Source: an optimization exercise on an open RTL-to-GDS flow (aim: small area). Production flows keep margins and buffers that such runs may drop. The RTL was checked by simulation tests, not by an equivalence proof against the original design.

**design/flow/config.mk**
```make
export PLATFORM = sky130hd
export DESIGN_NAME = macrow4
export DESIGN_NICKNAME = macrow4
export VERILOG_FILES = /design/flow/design.v
export SDC_FILE = /design/flow/constraint.sdc
export NUM_CORES = 4
export LEC_CHECK = 0
export CAP_MARGIN = 20
export CORE_MARGIN = 2
export CORE_UTILIZATION = 40
export SLEW_MARGIN = 20
```
**design/flow/constraint.sdc**
```tcl
create_clock -name core_clock -period 18.0 [get_ports {clk}]
set_input_delay 3.6000 -clock core_clock [delete_from_list [all_inputs] [get_ports {clk}]]
set_output_delay 3.6000 -clock core_clock [all_outputs]
set_load 0.01 [all_outputs]
```
**design/flow/design.v**
```verilog
`timescale 1ns/1ns
module fp16_dec(
    input  [15:0] x,
    output        s,
    output        z,           
    output        inf,         
    output        dn,          
    output [5:0]  e,           
    output [9:0]  m
);
    wire [4:0] ex = x[14:10];
    wire [9:0] mx = x[9:0];
    wire       e0 = (ex == 5'd0);
    reg  [3:0] lz;
    integer i;
    always @(*) begin
        lz = 4'd0;
        for (i = 0; i <= 9; i = i + 1)
            if (mx[i]) lz = 4'd9 - i[3:0];
    end
    wire [9:0] mn = mx << (lz + 4'd1);
    assign s   = x[15];
    assign z   = e0 & ~|mx;
    assign inf = &ex;
    assign dn  = e0 & |mx;
    assign e   = e0 ? -{2'b00, lz} : {1'b0, ex};
    assign m   = e0 ? mn : mx;
endmodule
module fp16_mul(
    input        sa, za, ia, da, input [5:0] ea, input [9:0] ma,
    input        sb, zb, ib, db, input [5:0] eb, input [9:0] mb,
    output [15:0] y
);
    wire [21:0] p;
    mant_mul mm(.a(ma), .b(mb), .y(p[21:10]));
    assign p[9:0] = 10'd0;
    wire        p1 = p[21];
    wire [6:0]  E    = {ea[5], ea} + {eb[5], eb};
    wire [6:0]  Eb   = E ^ 7'h40;
    wire [6:0]  Epb  = Eb + {6'd0, p1};
    wire        s    = sa ^ sb;
    wire        d    = da ^ db;
    wire        zero = za | zb | (da & db);
    wire        inf  = ia | ib;
    wire        ovf  = Epb >= 7'd110;             
    wire        q16  = (E == 7'd16) & ~p1 & d;
    wire        big  = (Epb >= 7'd80) & ~q16;     
    reg  [4:0]  sh;
    always @(*) begin
        if (big)                  sh = {4'd0, p1};
        else if (q16)             sh = 5'd0;
        else if (E == 7'd15)      sh = {4'd0, d};
        else if (Eb < 7'd68)      sh = 5'd12;     
        else                      sh = 5'd16 - E[4:0];
    end
    wire [11:0] pm  = p[21:10] >> sh;
    wire [6:0]  eo7 = E + {6'd0, p1} - 7'd15;
    wire [4:0]  eo  = big ? eo7[4:0] : 5'd0;
    assign y = inf  ? {s, 5'b11111, 10'd0} :
               zero ? {s, 15'd0} :
               ovf  ? {s, 5'b11111, 10'd0} :
                      {s, eo, pm[9:0]};
endmodule
module mant_mul(input [9:0] a, input [9:0] b, output [11:0] y);
  wire n1 = a[0] & b[0];
  wire n2 = a[0] & b[1];
  wire n3 = a[0] & b[2];
  wire n4 = a[0] & b[3];
  wire n5 = a[0] & b[4];
  wire n6 = a[0] & b[5];
  wire n7 = a[0] & b[6];
  wire n8 = a[0] & b[7];
  wire n9 = a[0] & b[8];
  wire n10 = a[0] & b[9];
  wire n11 = a[1] & b[0];
  wire n12 = a[1] & b[1];
  wire n13 = a[1] & b[2];
  wire n14 = a[1] & b[3];
  wire n15 = a[1] & b[4];
  wire n16 = a[1] & b[5];
  wire n17 = a[1] & b[6];
  wire n18 = a[1] & b[7];
  wire n19 = a[1] & b[8];
  wire n20 = a[1] & b[9];
  wire n21 = a[2] & b[0];
  wire n22 = a[2] & b[1];
  wire n23 = a[2] & b[2];
  wire n24 = a[2] & b[3];
  wire n25 = a[2] & b[4];
  wire n26 = a[2] & b[5];
  wire n27 = a[2] & b[6];
  wire n28 = a[2] & b[7];
  wire n29 = a[2] & b[8];
  wire n30 = a[2] & b[9];
  wire n31 = a[3] & b[0];
  wire n32 = a[3] & b[1];
  wire n33 = a[3] & b[2];
  wire n34 = a[3] & b[3];
  wire n35 = a[3] & b[4];
  wire n36 = a[3] & b[5];
  wire n37 = a[3] & b[6];
  wire n38 = a[3] & b[7];
  wire n39 = a[3] & b[8];
  wire n40 = a[3] & b[9];
  wire n41 = a[4] & b[0];
  wire n42 = a[4] & b[1];
  wire n43 = a[4] & b[2];
  wire n44 = a[4] & b[3];
  wire n45 = a[4] & b[4];
  wire n46 = a[4] & b[5];
  wire n47 = a[4] & b[6];
  wire n48 = a[4] & b[7];
  wire n49 = a[4] & b[8];
  wire n50 = a[4] & b[9];
  wire n51 = a[5] & b[0];
  wire n52 = a[5] & b[1];
  wire n53 = a[5] & b[2];
  wire n54 = a[5] & b[3];
  wire n55 = a[5] & b[4];
  wire n56 = a[5] & b[5];
  wire n57 = a[5] & b[6];
  wire n58 = a[5] & b[7];
  wire n59 = a[5] & b[8];
  wire n60 = a[5] & b[9];
  wire n61 = a[6] & b[0];
  wire n62 = a[6] & b[1];
  wire n63 = a[6] & b[2];
  wire n64 = a[6] & b[3];
  wire n65 = a[6] & b[4];
  wire n66 = a[6] & b[5];
  wire n67 = a[6] & b[6];
  wire n68 = a[6] & b[7];
  wire n69 = a[6] & b[8];
  wire n70 = a[6] & b[9];
  wire n71 = a[7] & b[0];
  wire n72 = a[7] & b[1];
  wire n73 = a[7] & b[2];
  wire n74 = a[7] & b[3];
  wire n75 = a[7] & b[4];
  wire n76 = a[7] & b[5];
  wire n77 = a[7] & b[6];
  wire n78 = a[7] & b[7];
  wire n79 = a[7] & b[8];
  wire n80 = a[7] & b[9];
  wire n81 = a[8] & b[0];
  wire n82 = a[8] & b[1];
  wire n83 = a[8] & b[2];
  wire n84 = a[8] & b[3];
  wire n85 = a[8] & b[4];
  wire n86 = a[8] & b[5];
  wire n87 = a[8] & b[6];
  wire n88 = a[8] & b[7];
  wire n89 = a[8] & b[8];
  wire n90 = a[8] & b[9];
  wire n91 = a[9] & b[0];
  wire n92 = a[9] & b[1];
  wire n93 = a[9] & b[2];
  wire n94 = a[9] & b[3];
  wire n95 = a[9] & b[4];
  wire n96 = a[9] & b[5];
  wire n97 = a[9] & b[6];
  wire n98 = a[9] & b[7];
  wire n99 = a[9] & b[8];
  wire n100 = a[9] & b[9];
  wire n101 = n91 ^ n82;
  wire n102 = n91 & n82;
  wire n103 = b[0] ^ n92 ^ n83;
  wire n104 = (b[0] & n92) | (b[0] & n83) | (n92 & n83);
  wire n105 = n74 ^ n65;
  wire n106 = n74 & n65;
  wire n107 = b[1] ^ n93 ^ n84;
  wire n108 = (b[1] & n93) | (b[1] & n84) | (n93 & n84);
  wire n109 = n75 ^ n66;
  wire n110 = n75 & n66;
  wire n111 = b[2] ^ n94 ^ n85;
  wire n112 = (b[2] & n94) | (b[2] & n85) | (n94 & n85);
  wire n113 = n61 ^ n52;
  wire n114 = n61 & n52;
  wire n115 = n71 ^ n62 ^ n53;
  wire n116 = (n71 & n62) | (n71 & n53) | (n62 & n53);
  wire n117 = n44 ^ n35;
  wire n118 = n44 & n35;
  wire n119 = n81 ^ n72 ^ n63;
  wire n120 = (n81 & n72) | (n81 & n63) | (n72 & n63);
  wire n121 = n54 ^ n45 ^ n36;
  wire n122 = (n54 & n45) | (n54 & n36) | (n45 & n36);
  wire n123 = n27 ^ n18;
  wire n124 = n27 & n18;
  wire n125 = n73 ^ n64 ^ n55;
  wire n126 = (n73 & n64) | (n73 & n55) | (n64 & n55);
  wire n127 = n46 ^ n37 ^ n28;
  wire n128 = (n46 & n37) | (n46 & n28) | (n37 & n28);
  wire n129 = n19 ^ n10 ^ n101;
  wire n130 = (n19 & n10) | (n19 & n101) | (n10 & n101);
  wire n131 = n102 ^ n56 ^ n47;
  wire n132 = (n102 & n56) | (n102 & n47) | (n56 & n47);
  wire n133 = n38 ^ n29 ^ n20;
  wire n134 = (n38 & n29) | (n38 & n20) | (n29 & n20);
  wire n135 = a[0] ^ n103 ^ n105;
  wire n136 = (a[0] & n103) | (a[0] & n105) | (n103 & n105);
  wire n137 = n106 ^ n104 ^ n57;
  wire n138 = (n106 & n104) | (n106 & n57) | (n104 & n57);
  wire n139 = n48 ^ n39 ^ n30;
  wire n140 = (n48 & n39) | (n48 & n30) | (n39 & n30);
  wire n141 = a[1] ^ n107 ^ n109;
  wire n142 = (a[1] & n107) | (a[1] & n109) | (n107 & n109);
  wire n143 = n110 ^ n108 ^ n76;
  wire n144 = (n110 & n108) | (n110 & n76) | (n108 & n76);
  wire n145 = n67 ^ n58 ^ n49;
  wire n146 = (n67 & n58) | (n67 & n49) | (n58 & n49);
  wire n147 = n40 ^ a[2] ^ n111;
  wire n148 = (n40 & a[2]) | (n40 & n111) | (a[2] & n111);
  wire n149 = n112 ^ b[3] ^ n95;
  wire n150 = (n112 & b[3]) | (n112 & n95) | (b[3] & n95);
  wire n151 = n86 ^ n77 ^ n68;
  wire n152 = (n86 & n77) | (n86 & n68) | (n77 & n68);
  wire n153 = n59 ^ n50 ^ a[3];
  wire n154 = (n59 & n50) | (n59 & a[3]) | (n50 & a[3]);
  wire n155 = b[4] ^ n96 ^ n87;
  wire n156 = (b[4] & n96) | (b[4] & n87) | (n96 & n87);
  wire n157 = n78 ^ n69 ^ n60;
  wire n158 = (n78 & n69) | (n78 & n60) | (n69 & n60);
  wire n159 = b[5] ^ n97 ^ n88;
  wire n160 = (b[5] & n97) | (b[5] & n88) | (n97 & n88);
  wire n161 = n41 ^ n32;
  wire n162 = n41 & n32;
  wire n163 = n51 ^ n42 ^ n33;
  wire n164 = (n51 & n42) | (n51 & n33) | (n42 & n33);
  wire n165 = n24 ^ n15;
  wire n166 = n24 & n15;
  wire n167 = n43 ^ n34 ^ n25;
  wire n168 = (n43 & n34) | (n43 & n25) | (n34 & n25);
  wire n169 = n16 ^ n7 ^ n113;
  wire n170 = (n16 & n7) | (n16 & n113) | (n7 & n113);
  wire n171 = n114 ^ n26 ^ n17;
  wire n172 = (n114 & n26) | (n114 & n17) | (n26 & n17);
  wire n173 = n8 ^ n115 ^ n117;
  wire n174 = (n8 & n115) | (n8 & n117) | (n115 & n117);
  wire n175 = n118 ^ n116 ^ n9;
  wire n176 = (n118 & n116) | (n118 & n9) | (n116 & n9);
  wire n177 = n119 ^ n121 ^ n123;
  wire n178 = (n119 & n121) | (n119 & n123) | (n121 & n123);
  wire n179 = n124 ^ n122 ^ n120;
  wire n180 = (n124 & n122) | (n124 & n120) | (n122 & n120);
  wire n181 = n125 ^ n127 ^ n129;
  wire n182 = (n125 & n127) | (n125 & n129) | (n127 & n129);
  wire n183 = n130 ^ n128 ^ n126;
  wire n184 = (n130 & n128) | (n130 & n126) | (n128 & n126);
  wire n185 = n131 ^ n133 ^ n135;
  wire n186 = (n131 & n133) | (n131 & n135) | (n133 & n135);
  wire n187 = n136 ^ n134 ^ n132;
  wire n188 = (n136 & n134) | (n136 & n132) | (n134 & n132);
  wire n189 = n137 ^ n139 ^ n141;
  wire n190 = (n137 & n139) | (n137 & n141) | (n139 & n141);
  wire n191 = n142 ^ n140 ^ n138;
  wire n192 = (n142 & n140) | (n142 & n138) | (n140 & n138);
  wire n193 = n143 ^ n145 ^ n147;
  wire n194 = (n143 & n145) | (n143 & n147) | (n145 & n147);
  wire n195 = n148 ^ n146 ^ n144;
  wire n196 = (n148 & n146) | (n148 & n144) | (n146 & n144);
  wire n197 = n149 ^ n151 ^ n153;
  wire n198 = (n149 & n151) | (n149 & n153) | (n151 & n153);
  wire n199 = n154 ^ n152 ^ n150;
  wire n200 = (n154 & n152) | (n154 & n150) | (n152 & n150);
  wire n201 = a[4] ^ n155 ^ n157;
  wire n202 = (a[4] & n155) | (a[4] & n157) | (n155 & n157);
  wire n203 = n158 ^ n156 ^ n79;
  wire n204 = (n158 & n156) | (n158 & n79) | (n156 & n79);
  wire n205 = n70 ^ a[5] ^ n159;
  wire n206 = (n70 & a[5]) | (n70 & n159) | (a[5] & n159);
  wire n207 = n160 ^ b[6] ^ n98;
  wire n208 = (n160 & b[6]) | (n160 & n98) | (b[6] & n98);
  wire n209 = n89 ^ n80 ^ a[6];
  wire n210 = (n89 & n80) | (n89 & a[6]) | (n80 & a[6]);
  wire n211 = b[7] ^ n99 ^ n90;
  wire n212 = (b[7] & n99) | (b[7] & n90) | (n99 & n90);
  wire n213 = n31 ^ n22;
  wire n214 = n31 & n22;
  wire n215 = n23 ^ n14 ^ n5;
  wire n216 = (n23 & n14) | (n23 & n5) | (n14 & n5);
  wire n217 = n162 ^ n6 ^ n163;
  wire n218 = (n162 & n6) | (n162 & n163) | (n6 & n163);
  wire n219 = n166 ^ n164 ^ n167;
  wire n220 = (n166 & n164) | (n166 & n167) | (n164 & n167);
  wire n221 = n170 ^ n168 ^ n171;
  wire n222 = (n170 & n168) | (n170 & n171) | (n168 & n171);
  wire n223 = n174 ^ n172 ^ n175;
  wire n224 = (n174 & n172) | (n174 & n175) | (n172 & n175);
  wire n225 = n178 ^ n176 ^ n179;
  wire n226 = (n178 & n176) | (n178 & n179) | (n176 & n179);
  wire n227 = n182 ^ n180 ^ n183;
  wire n228 = (n182 & n180) | (n182 & n183) | (n180 & n183);
  wire n229 = n186 ^ n184 ^ n187;
  wire n230 = (n186 & n184) | (n186 & n187) | (n184 & n187);
  wire n231 = n190 ^ n188 ^ n191;
  wire n232 = (n190 & n188) | (n190 & n191) | (n188 & n191);
  wire n233 = n194 ^ n192 ^ n195;
  wire n234 = (n194 & n192) | (n194 & n195) | (n192 & n195);
  wire n235 = n198 ^ n196 ^ n199;
  wire n236 = (n198 & n196) | (n198 & n199) | (n196 & n199);
  wire n237 = n202 ^ n200 ^ n203;
  wire n238 = (n202 & n200) | (n202 & n203) | (n200 & n203);
  wire n239 = n206 ^ n204 ^ n207;
  wire n240 = (n206 & n204) | (n206 & n207) | (n204 & n207);
  wire n241 = n210 ^ n208 ^ a[7];
  wire n242 = (n210 & n208) | (n210 & a[7]) | (n208 & a[7]);
  wire n243 = n212 ^ b[8] ^ n100;
  wire n244 = (n212 & b[8]) | (n212 & n100) | (b[8] & n100);
  wire n245 = n21 ^ n12;
  wire n246 = n21 & n12;
  wire n247 = n13 ^ n4 ^ n213;
  wire n248 = (n13 & n4) | (n13 & n213) | (n4 & n213);
  wire n249 = n214 ^ n161 ^ n215;
  wire n250 = (n214 & n161) | (n214 & n215) | (n161 & n215);
  wire n251 = n216 ^ n165 ^ n217;
  wire n252 = (n216 & n165) | (n216 & n217) | (n165 & n217);
  wire n253 = n218 ^ n169 ^ n219;
  wire n254 = (n218 & n169) | (n218 & n219) | (n169 & n219);
  wire n255 = n220 ^ n173 ^ n221;
  wire n256 = (n220 & n173) | (n220 & n221) | (n173 & n221);
  wire n257 = n222 ^ n177 ^ n223;
  wire n258 = (n222 & n177) | (n222 & n223) | (n177 & n223);
  wire n259 = n224 ^ n181 ^ n225;
  wire n260 = (n224 & n181) | (n224 & n225) | (n181 & n225);
  wire n261 = n226 ^ n185 ^ n227;
  wire n262 = (n226 & n185) | (n226 & n227) | (n185 & n227);
  wire n263 = n228 ^ n189 ^ n229;
  wire n264 = (n228 & n189) | (n228 & n229) | (n189 & n229);
  wire n265 = n230 ^ n193 ^ n231;
  wire n266 = (n230 & n193) | (n230 & n231) | (n193 & n231);
  wire n267 = n232 ^ n197 ^ n233;
  wire n268 = (n232 & n197) | (n232 & n233) | (n197 & n233);
  wire n269 = n234 ^ n201 ^ n235;
  wire n270 = (n234 & n201) | (n234 & n235) | (n201 & n235);
  wire n271 = n236 ^ n205 ^ n237;
  wire n272 = (n236 & n205) | (n236 & n237) | (n205 & n237);
  wire n273 = n238 ^ n209 ^ n239;
  wire n274 = (n238 & n209) | (n238 & n239) | (n209 & n239);
  wire n275 = n240 ^ n211 ^ n241;
  wire n276 = (n240 & n211) | (n240 & n241) | (n211 & n241);
  wire n277 = n242 ^ a[8] ^ n243;
  wire n278 = (n242 & a[8]) | (n242 & n243) | (a[8] & n243);
  wire n279 = n244 ^ b[9] ^ a[9];
  wire n280 = (n244 & b[9]) | (n244 & a[9]) | (b[9] & a[9]);
  wire n281 = n2 ^ n11;
  wire n282 = n2 & n11;
  wire n283 = n245 ^ n3 ^ n282;
  wire n284 = (n245 & n3) | (n245 & n282) | (n3 & n282);
  wire n285 = n247 ^ n246 ^ n284;
  wire n286 = (n247 & n246) | (n247 & n284) | (n246 & n284);
  wire n287 = n249 ^ n248 ^ n286;
  wire n288 = (n249 & n248) | (n249 & n286) | (n248 & n286);
  wire n289 = n251 ^ n250 ^ n288;
  wire n290 = (n251 & n250) | (n251 & n288) | (n250 & n288);
  wire n291 = n253 ^ n252 ^ n290;
  wire n292 = (n253 & n252) | (n253 & n290) | (n252 & n290);
  wire n293 = n255 ^ n254 ^ n292;
  wire n294 = (n255 & n254) | (n255 & n292) | (n254 & n292);
  wire n295 = n257 ^ n256 ^ n294;
  wire n296 = (n257 & n256) | (n257 & n294) | (n256 & n294);
  wire n297 = n259 ^ n258 ^ n296;
  wire n298 = (n259 & n258) | (n259 & n296) | (n258 & n296);
  wire n299 = n261 ^ n260 ^ n298;
  wire n300 = (n261 & n260) | (n261 & n298) | (n260 & n298);
  wire n301 = n263 ^ n262 ^ n300;
  wire n302 = (n263 & n262) | (n263 & n300) | (n262 & n300);
  wire n303 = n265 ^ n264 ^ n302;
  wire n304 = (n265 & n264) | (n265 & n302) | (n264 & n302);
  wire n305 = n267 ^ n266 ^ n304;
  wire n306 = (n267 & n266) | (n267 & n304) | (n266 & n304);
  wire n307 = n269 ^ n268 ^ n306;
  wire n308 = (n269 & n268) | (n269 & n306) | (n268 & n306);
  wire n309 = n271 ^ n270 ^ n308;
  wire n310 = (n271 & n270) | (n271 & n308) | (n270 & n308);
  wire n311 = n273 ^ n272 ^ n310;
  wire n312 = (n273 & n272) | (n273 & n310) | (n272 & n310);
  wire n313 = n275 ^ n274 ^ n312;
  wire n314 = (n275 & n274) | (n275 & n312) | (n274 & n312);
  wire n315 = n277 ^ n276 ^ n314;
  wire n316 = (n277 & n276) | (n277 & n314) | (n276 & n314);
  wire n317 = n279 ^ n278 ^ n316;
  wire n318 = (n279 & n278) | (n279 & n316) | (n278 & n316);
  wire n319 = 1'b1 ^ n280 ^ n318;
  wire n320 = (1'b1 & n280) | (1'b1 & n318) | (n280 & n318);
  assign y = {n320, n319, n317, n315, n313, n311, n309, n307, n305, n303, n301, n299};
endmodule
`timescale 1ns/1ns
module fp16_add(
    input  [15:0] a,
    input  [15:0] b,
    output [15:0] y
);
    wire       sa = a[15], sb = b[15];
    wire [4:0] ea = a[14:10], eb = b[14:10];
    wire [9:0] ma = a[9:0], mb = b[9:0];
    wire       ia = &ea, ib = &eb;
    wire       zab = ~|a[14:0] & ~|b[14:0];
    wire       agb = a[14:0] >= b[14:0];
    wire       eq  = a[14:0] == b[14:0];
    wire [14:0] L = agb ? a[14:0] : b[14:0];
    wire [14:0] S = agb ? b[14:0] : a[14:0];
    wire       sL  = agb ? sa : sb;
    wire       hL = |L[14:10], hS = |S[14:10];
    wire [4:0] eL = hL ? L[14:10] : 5'd1;
    wire [4:0] eS = hS ? S[14:10] : 5'd1;
    wire [4:0] df = eL - eS;
    wire [20:0] S21 = {hS, S[9:0], 10'd0} >> df;
    wire       st  = |S21[8:0];
    wire       sub = sa ^ sb;
    wire [12:0] Lv = {1'b0, hL, L[9:0], 1'b0};
    wire [12:0] Sv = {1'b0, S21[20:9]};
    wire [12:0] V  = Lv + (sub ? ~Sv : Sv) + {12'd0, sub & ~st};
    reg  [3:0] lz;
    integer i;
    always @(*) begin
        lz = 4'd0;
        for (i = 0; i <= 10; i = i + 1)
            if (V[i]) lz = 4'd10 - i[3:0];
    end
    wire [3:0] n  = lz + 4'd1;           
    wire       gt = {1'b0, eL} > {1'b0, n};
    reg  [4:0] eo;
    reg  [3:0] k;
    always @(*) begin
        if (V[12])      begin eo = eL + 5'd1; k = 4'd0; end
        else if (V[11]) begin eo = eL;        k = 4'd1; end
        else if (gt)    begin eo = eL - {1'b0, n}; k = n + 4'd1; end
        else            begin eo = 5'd0;      k = eL[3:0]; end
    end
    wire [12:0] Vs = V << k;
    wire [9:0]  mo = (&eo) ? 10'd0 : Vs[11:2];
    wire        so = zab ? 1'b0 : (~sub ? sa : (eq ? (~|ea & sa) : sL));
    wire        si = (ia & ib) ? (sa == sb ? sa : 1'b0) : (ia ? sa : sb);
    assign y = (ia | ib) ? {si, 5'b11111, 10'd0} : {so, eo, mo};
endmodule
`timescale 1ns/1ns
module macrow4(
    input clk,
    input reset_n,
    input enX,
    input[3:0] enW,
    input [15:0] X_i,
    input [15:0] W_i,
    output valid_o,
    output [15:0] Y_o
);
    reg [5:0] r_en;
    always @(posedge clk, negedge reset_n) begin
        if (!reset_n)
            r_en <= 6'd0;
        else
            r_en <= {r_en[4:0], enX};
    end
    assign valid_o = r_en[2] & r_en[5];
    wire       wd_s, wd_z, wd_i, wd_d;
    wire [5:0] wd_e;
    wire [9:0] wd_m;
    fp16_dec wdec(.x(W_i), .s(wd_s), .z(wd_z), .inf(wd_i), .dn(wd_d), .e(wd_e), .m(wd_m));
    reg [3:0]  w_s, w_z, w_i, w_d;
    reg [23:0] w_e;
    reg [39:0] w_m;
    genvar k;
    generate for (k = 0; k < 4; k = k + 1) begin : tap
        always @(posedge clk, negedge reset_n) begin
            if (!reset_n) begin
                w_s[k] <= 1'b0;
                w_z[k] <= 1'b1;
                w_i[k] <= 1'b0;
            end else if (enW[k]) begin
                w_s[k] <= wd_s;
                w_z[k] <= wd_z;
                w_i[k] <= wd_i;
            end
        end
        always @(posedge clk) begin
            if (enW[k]) begin
                w_d[k] <= wd_d;
                w_e[6*k +: 6]  <= wd_e;
                w_m[10*k +: 10] <= wd_m;
            end
        end
    end endgenerate
    wire       xd_s, xd_z, xd_i, xd_d;
    wire [5:0] xd_e;
    wire [9:0] xd_m;
    fp16_dec xdec(.x(X_i), .s(xd_s), .z(xd_z), .inf(xd_i), .dn(xd_d), .e(xd_e), .m(xd_m));
    reg        x_s, x_z, x_i, x_d;
    reg [5:0]  x_e;
    reg [9:0]  x_m;
    always @(posedge clk) begin
        x_s <= xd_s;  x_z <= xd_z;  x_i <= xd_i;  x_d <= xd_d;
        x_e <= xd_e;  x_m <= xd_m;
    end
    wire [15:0] p0, p1, p2, p3;
    fp16_mul m0(x_s, x_z, x_i, x_d, x_e, x_m, w_s[0], w_z[0], w_i[0], w_d[0], w_e[0 +: 6], w_m[0 +: 10], p0);
    fp16_mul m1(x_s, x_z, x_i, x_d, x_e, x_m, w_s[1], w_z[1], w_i[1], w_d[1], w_e[6 +: 6], w_m[10 +: 10], p1);
    fp16_mul m2(x_s, x_z, x_i, x_d, x_e, x_m, w_s[2], w_z[2], w_i[2], w_d[2], w_e[12 +: 6], w_m[20 +: 10], p2);
    fp16_mul m3(x_s, x_z, x_i, x_d, x_e, x_m, w_s[3], w_z[3], w_i[3], w_d[3], w_e[18 +: 6], w_m[30 +: 10], p3);
    reg  [15:0] r_p0, r_p1, r_p2, r_p3;
    always @(posedge clk) begin
        r_p0 <= p0;
        r_p1 <= p1;
        r_p2 <= p2;
        r_p3 <= p3;
    end
    reg  [15:0] s0, s1, s2, y;
    wire [15:0] a1, a2, a3;
    fp16_add ad1(.a(r_p1), .b(s0), .y(a1));
    fp16_add ad2(.a(r_p2), .b(s1), .y(a2));
    fp16_add ad3(.a(r_p3), .b(s2), .y(a3));
    always @(posedge clk) begin
        s0 <= (r_p0[14:0] == 15'd0) ? 16'd0 : r_p0;
        s1 <= a1;
        s2 <= a2;
        y  <= a3;
    end
    assign Y_o = y;
endmodule
```
**design/flow/run.sh**
```bash
#!/bin/bash
# synth_recipe.tcl (not shown) runs the flow's synth.tcl, then flattens the netlist and writes it again
# the make line also repeats each setting of config.mk as NAME=value (left out here)
make -C /OpenROAD-flow-scripts/flow DESIGN_CONFIG=/design/flow/config.mk WORK_HOME=/design/flow/orfs CLKGATE_MAP_FILE= SYNTH_SCRIPT=/design/flow/synth_recipe.tcl finish
```
==> results.tsv <==
stage	metric	value	unit
setup_path	Critical Path Max Stage Delay	560	ps
logic_synthesis	EDFF count, synth	68	
clock_network	CTS sink count	234	
logic_synthesis	Post-Synthesis Cells	4057	
global_routing	vias in the first global route	27810	
floorplan	Die ar.	0.08918	mm^2
logic_synthesis	register area share after synthesis	15.72	%
drt	routed len/inst	17.39	um
clock_network	root buffer cell	clkbuf_16	
floorplan	die width	298.6	um
timing	Fin Hold WS	347.0	ps
clock_network	H-tree levels	1	
setup_path	Worst Setup Path Type	reg -> reg	
timing	RSZ-0062 raised after global routing	no	
clock_network	post-CTS sizing	0	
setup_path	crit path launch type	flip-flop	
place	Port Buffer Count	55	
setup_path	Critical Path RT	18500	ps
floorplan	Core Rows	108	
timing	worst slew pin tran	1095	ps
drt	DRT Pass-1 Iters	5	
finish	# fillers	8541	
setup_path	CP Capture Type	flip-flop	
floorplan	Top Ports	56	
logic_synthesis	Area contributors post-synth	fa_1 22%, dfxtp_1 8.5%, ha_1 7.8%	
finish	fraction of layout cells with a size suffix above 1	5.233	%
setup_path	CP max FO	25	
logic_synthesis	Mapped Area	0.03472	mm^2
timing	Tmin final	11700	ps
logic_synthesis	Synth top area share	21.50	%
hold_path	Hold Path Class	reg -> reg	
setup_path	Register-to-Register Path Depth	36	
logic_synthesis	synth unique cells	126	
floorplan	Initial Util	40.21	%
global_routing	grt ovf	0	
clock_network	Max clock buf depth	3	
timing	Setup TNS	0	ps
finish	Area Growth Syn to Fin	7.271	%
timing	final number of hold-violating endpoints	0	
clock_network	Worst-path clk slew	60	ps
drt	Detailed Route Iter0 Violations	1865	
hold_path	hold-critical path depth	0	
setup_path	Crit path top cell by count	fa_1	
floorplan	die span in y	298.6	um
drt	final WL	90.19	mm
clock_network	Clk Latency, worst-skew pair	580	ps
global_routing	global-route wire length before repair	147.1	mm
finish	NumNets Final	4640	
flow_run	MaxCap Viol Count	0	
timing	Tcrit/Tclk final	64.98	%
drt	Residual DRC	0	
setup_path	flop2flop setup slack	6300	ps
drt	Via density	5.374	
logic_synthesis	Yosys reg bits	234	
place	routability cong.	0.9085	
logic_synthesis	syn_area_per_cell	8.559	um^2
setup_path	Crit-path slowest cell	clkinv_1	
timing	Achievable Freq	0.08550	GHz
finish	n_diodes	0	
finish	fin util	43.14	%
logic_synthesis	synth cell count leaders	549 x inv_1, 373 x fa_1, 323 x nand2_1	
global_routing	largest net degree at the start of global routing	47	
place	Detail Placement HPWL	71.57	mm
clock_network	hold buffer count at cts	0	
global_routing	number of antenna violations at the first check in global routing	1	
outcome	status	finished clean	
drt	Routed Antenna Nets	0	
drt	total number of vias	27870	
timing	fin. max-slew vios	0	
logic_synthesis	ys flop type	dfxtp_1	
logic_synthesis	Ys Warns	4	
floorplan	Core Area	0.08635	mm^2
clock_network	CTS tree	yes	
setup_path	CP arrival	12190	ps
global_routing	global-route total usage across every layer	20.01	%
timing	slew margin rel.	26.39	%
logic_synthesis	Async SR Flop Fraction	7.692	%
timing	final setup fails	0	
clock_network	total CTS buffers	27	
timing	Worst Skew	24.14	ps
logic_synthesis	top-count cell post-synth	inv_1	
logic_synthesis	syn_nets	4686	
clock_network	Setup Buffers After CTS	0	
logic_synthesis	cell taking the most area after synthesis	fa_1	
==> stage by stage <==
stage	std cells	area, um^2	setup WS [ps]
CTS	5186	37240	6243
floorplan	4057	34720	6887
global placement	5136	36290	6397
detailed placement	5136	36290	6231
finish	5187	37250	6304
global route	5187	37250	5475
==> cell type report <==
class                      count  area [um^2]  area share, %
tap                         1155         1445          3.880
inverter                     556         2095          5.623
timing repair buffer          86        783.3          2.103
clock inverter                13        170.2         0.4568
sequential                   234         5460          14.66
clock buffer                  37        774.5          2.079
multi-input combinational   3106        26520          71.20
==> layout by cell type (no fill, tap or decap), types with 44 or more instances in the layout <==
| master | n |
|---|---|
| nand2_1 | 323 |
| dfxtp_1 | 148 |
| xnor2_1 | 92 |
| a21o_1 | 60 |
| and2_1 | 315 |
| a21oi_1 | 178 |
| inv_1 | 549 |
| mux2i_1 | 215 |
| fa_1 | 373 |
| ha_1 | 217 |
| nand3_1 | 84 |
| edfxtp_1 | 68 |
| clkdlybuf4s50_1 | 55 |
| nor2_1 | 267 |
| xor2_1 | 44 |
| o21ai_0 | 150 |
| nor3_1 | 64 |
==> worst max-delay path, delay by kind of cell, from the launching register on <==
family                   cells  cell delay [ps]
AO/OA/AOI/OAI                5              580
flip-flops                   1              300
buffers and inverters        4             1120
AND/OR/NAND/NOR              9             2440
adder cells (fa/ha/maj)     18             7140
==> flip-flops by register name (all words and copies together), names as in the netlist <==
register  count
r_p3         16
y            16
r_p0         16
w_z           4
x_i           1
s2           16
x_d           1
w_m          40
w_e          24
x_z           1
w_s           4
r_p2         16
r_p1         16
w_i           4
x_s           1
x_m          10
w_d           4
x_e           6
s0           16
r_en          6
s1           16
==> routing by layer <==
layer | GRT usage [%] | vias to the layer above | share of wire (%)
li1 | - | 13640 | -
met1 | 28.33 | 13550 | 48
met2 | 33.04 | 559 | 46
met3 | 2.116 | 117 | 4.1
met4 | 4.176 | 2 | 1.8
met5 | 0 | - | 0.011
==> logic make-up (layout without fill, tap and decap cells) <==
kind of cell    Yosys count  after routing  share of synthesized area (%)
compound gates          744            744                          14.59
xor+xnor                137            137                          3.477
fa+ha+maj               615            615                          30.05
buf+inv                 717            692                          7.949
flops                   234            234                          15.73
mux                     271            271                          8.302
simple gates           1339           1339                          19.90
==> final timing paths <==
| path | startpoint | end |
|---|---|---|
| worst min register to register | r_en[1]$_DFF_PN0_ | r_en[2]$_DFF_PN0_ |
| min in group asynchronous | reset_n | w_s[2]$_DFFE_PN0P_ |
| worst min-delay path | r_en[1]$_DFF_PN0_ | r_en[2]$_DFF_PN0_ |
| worst max-delay path | x_m[0]$_DFF_P_ | r_p3[1]$_SDFF_PP0_ |
| worst max register to register | x_m[0]$_DFF_P_ | r_p3[1]$_SDFF_PP0_ |
| max in group asynchronous | reset_n | r_en[5]$_DFF_PN0_ |

## what the ideal ports hide
The flow's constraints put no driver on any port. The routed layout listed below was extracted and timed again, unchanged, in two steps.
Step 1 (the two cells are an assumption about what drives the block):
set clk [get_ports {clk}]
set_driving_cell -lib_cell sky130_fd_sc_hd__clkbuf_16 $clk
set_driving_cell -lib_cell sky130_fd_sc_hd__buf_2 [delete_from_list [all_inputs] $clk]
Step 2 adds t to the input delays and takes it off the output delays; t is the mean of the earliest and latest rising clock arrival at the registers after step 1. Input paths then give back, and output paths get back, about the clock's delay inside the block.
Slacks: ideal / step 1 / step 2; pairs: ideal / step 1.
shift t [ns]: 0.635
setup slack, ns: 6.304 / 6.304 / 6.304
cell pins on the clock port's net: 1
After both steps setup and hold are still met in this run. For this run, drivers alone change the setup slack by 0.000 ns; drivers and shift together by 0.000 ns.
